Source: an optimization exercise on an open RTL-to-GDS flow (aim: small area, a short achievable clock period and few clock cycles). Production flows keep margins and buffers that such runs may drop. Function was checked by simulation only, so behaviour that the tests miss may differ from the original. Power and IR drop assume default switching activity.

==> module riscv_multiplier, before the edit <==
module riscv_multiplier
(
     input           clk_i
    ,input           rst_i
    ,input           opcode_valid_i
    ,input  [ 31:0]  opcode_opcode_i
    ,input  [ 31:0]  opcode_pc_i
    ,input           opcode_invalid_i
    ,input  [  4:0]  opcode_rd_idx_i
    ,input  [  4:0]  opcode_ra_idx_i
    ,input  [  4:0]  opcode_rb_idx_i
    ,input  [ 31:0]  opcode_ra_operand_i
    ,input  [ 31:0]  opcode_rb_operand_i
    ,input           hold_i
    ,input  [ 31:0]  operand_a_e1_i         
    ,input  [ 31:0]  operand_b_e1_i
    ,output [ 31:0]  writeback_value_o
);
localparam MULT_STAGES = 2;  
reg [32:0]   operand_a_e1_q;
reg [32:0]   operand_b_e1_q;
reg          mulhi_sel_e1_q;
reg  [32:0]  operand_b_r;
reg  [32:0]  operand_a_r;
reg  [31:0]  result_r;
wire mult_inst_w    = ((opcode_opcode_i & 32'hfe00707f) == 32'h2000033)        || 
                      ((opcode_opcode_i & 32'hfe00707f) == 32'h2001033)      ||
                      ((opcode_opcode_i & 32'hfe00707f) == 32'h2002033)  ||
                      ((opcode_opcode_i & 32'hfe00707f) == 32'h2003033);
reg a_signed_e1_q;
reg b_signed_e1_q;
always @(posedge clk_i)
if (~hold_i)
begin
    a_signed_e1_q  <= ((opcode_opcode_i & 32'hfe00707f) == 32'h2002033) || ((opcode_opcode_i & 32'hfe00707f) == 32'h2001033);
    b_signed_e1_q  <= ((opcode_opcode_i & 32'hfe00707f) == 32'h2001033);
    mulhi_sel_e1_q <= ~((opcode_opcode_i & 32'hfe00707f) == 32'h2000033);
end
always @ *
begin
    operand_a_e1_q = {a_signed_e1_q & operand_a_e1_i[31], operand_a_e1_i};
    operand_b_e1_q = {b_signed_e1_q & operand_b_e1_i[31], operand_b_e1_i};
end
wire [63:0] csa_sum_w;
wire [63:0] csa_carry_w;
riscv_mul_csa
u_csa
(
     .a_i(operand_a_e1_q)
    ,.b_i(operand_b_e1_q)
    ,.sum_o(csa_sum_w)
    ,.carry_o(csa_carry_w)
);
reg  [63:0] sum_q;
reg  [63:0] carry_q;
reg         mulhi_sel_e2_q;
always @(posedge clk_i)
if (~hold_i)
begin
    sum_q          <= csa_sum_w;
    carry_q        <= csa_carry_w;
    mulhi_sel_e2_q <= mulhi_sel_e1_q;
end
wire [63:0] prod_w = sum_q + carry_q;
always @ *
begin
    result_r = mulhi_sel_e2_q ? prod_w[63:32] : prod_w[31:0];
end
assign writeback_value_o  = result_r;
endmodule
Settings: LEC_CHECK=0, CAP_MARGIN=30, CORE_MARGIN=2, CORE_UTILIZATION=55, CTS_CLUSTER_DIAMETER=80, CTS_CLUSTER_SIZE=24, GPL_ROUTABILITY_DRIVEN=1, SETUP_SLACK_MARGIN=5, SLEW_MARGIN=30; clock period 13.0 ns.
standard.sh (not shown) runs the stock make flow with config.mk's settings and CLKGATE_MAP_FILE= SYNTH_SCRIPT=/design/flow/synth_recipe.tcl, a recipe that flattens the netlist after the stock synthesis.
==> flow/flow/run.sh <==
#!/bin/bash
set -euo pipefail
export BUFFER_PORTS_ARGS="-buffer_cell sky130_fd_sc_hd__buf_4"
bash standard.sh SETUP_SLACK_MARGIN=6 finish > standard.log 2>&1
The first run completed with no timing, DRC or antenna violations.
Testbench counts at the start, summed over its fixed seeds: cycles 592,794.
Then changed:
--- a/flow/design.v
+++ b/flow/design.v
@@ -2398,9 +2398,13 @@
     b_signed_e1_q  <= ((opcode_opcode_i & 32'hfe00707f) == 32'h2001033);
     mulhi_sel_e1_q <= ~((opcode_opcode_i & 32'hfe00707f) == 32'h2000033);
 end
+reg [31:0] mul_a_e1_q;
+always @(posedge clk_i)
+if (~hold_i && mult_inst_w)
+    mul_a_e1_q <= opcode_ra_operand_i;
 always @ *
 begin
-    operand_a_e1_q = {a_signed_e1_q & operand_a_e1_i[31], operand_a_e1_i};
+    operand_a_e1_q = {a_signed_e1_q & mul_a_e1_q[31], mul_a_e1_q};
     operand_b_e1_q = {b_signed_e1_q & operand_b_e1_i[31], operand_b_e1_i};
 end
 wire [63:0] csa_sum_w;
Result: Total power rises slightly; wire length rises by a few percent; count of clock-buffer cells in the layout rises by 2; clock power barely changes; cell count rises slightly; worst hold slack is worse by 0.0037 ns; worst setup slack is worse by 0.13 ns; non-clock buffer count falls by 15.
Testbench counts after the change, summed over its fixed seeds: cycles 592,794.

==> separate check: timing with driven ports <==
Ports are ideal in the flow. The routed layouts listed here were re-timed in OpenROAD.
Step 1 assumes that a clkbuf_16 drives the clock port and a buf_2 every other input.
Step 2, shift: input delay + t, output delay - t, t = (earliest + latest rising clock arrival at the registers) / 2. This alone moves slack from input paths to output paths.
Three values: ideal ports, drivers, drivers and shift; two values: the first two.
run	t, ns	setup WS [ns]	worst hold slack (ns)	clock arrival spread, ns	pins driven straight from the clock port
the first run	0.990	5.556 / 5.442 / 5.000	0.335 / 0.335 / 0.335	0.125 / 0.124	1
the second run	0.996	5.430 / 5.319 / 5.054	0.331 / 0.331 / 0.331	0.074 / 0.074	1
After both steps setup and hold are still met in every run listed. The setup slack of the first run, which loses most, moves by -0.114 ns with the drivers and by -0.556 ns with both steps.
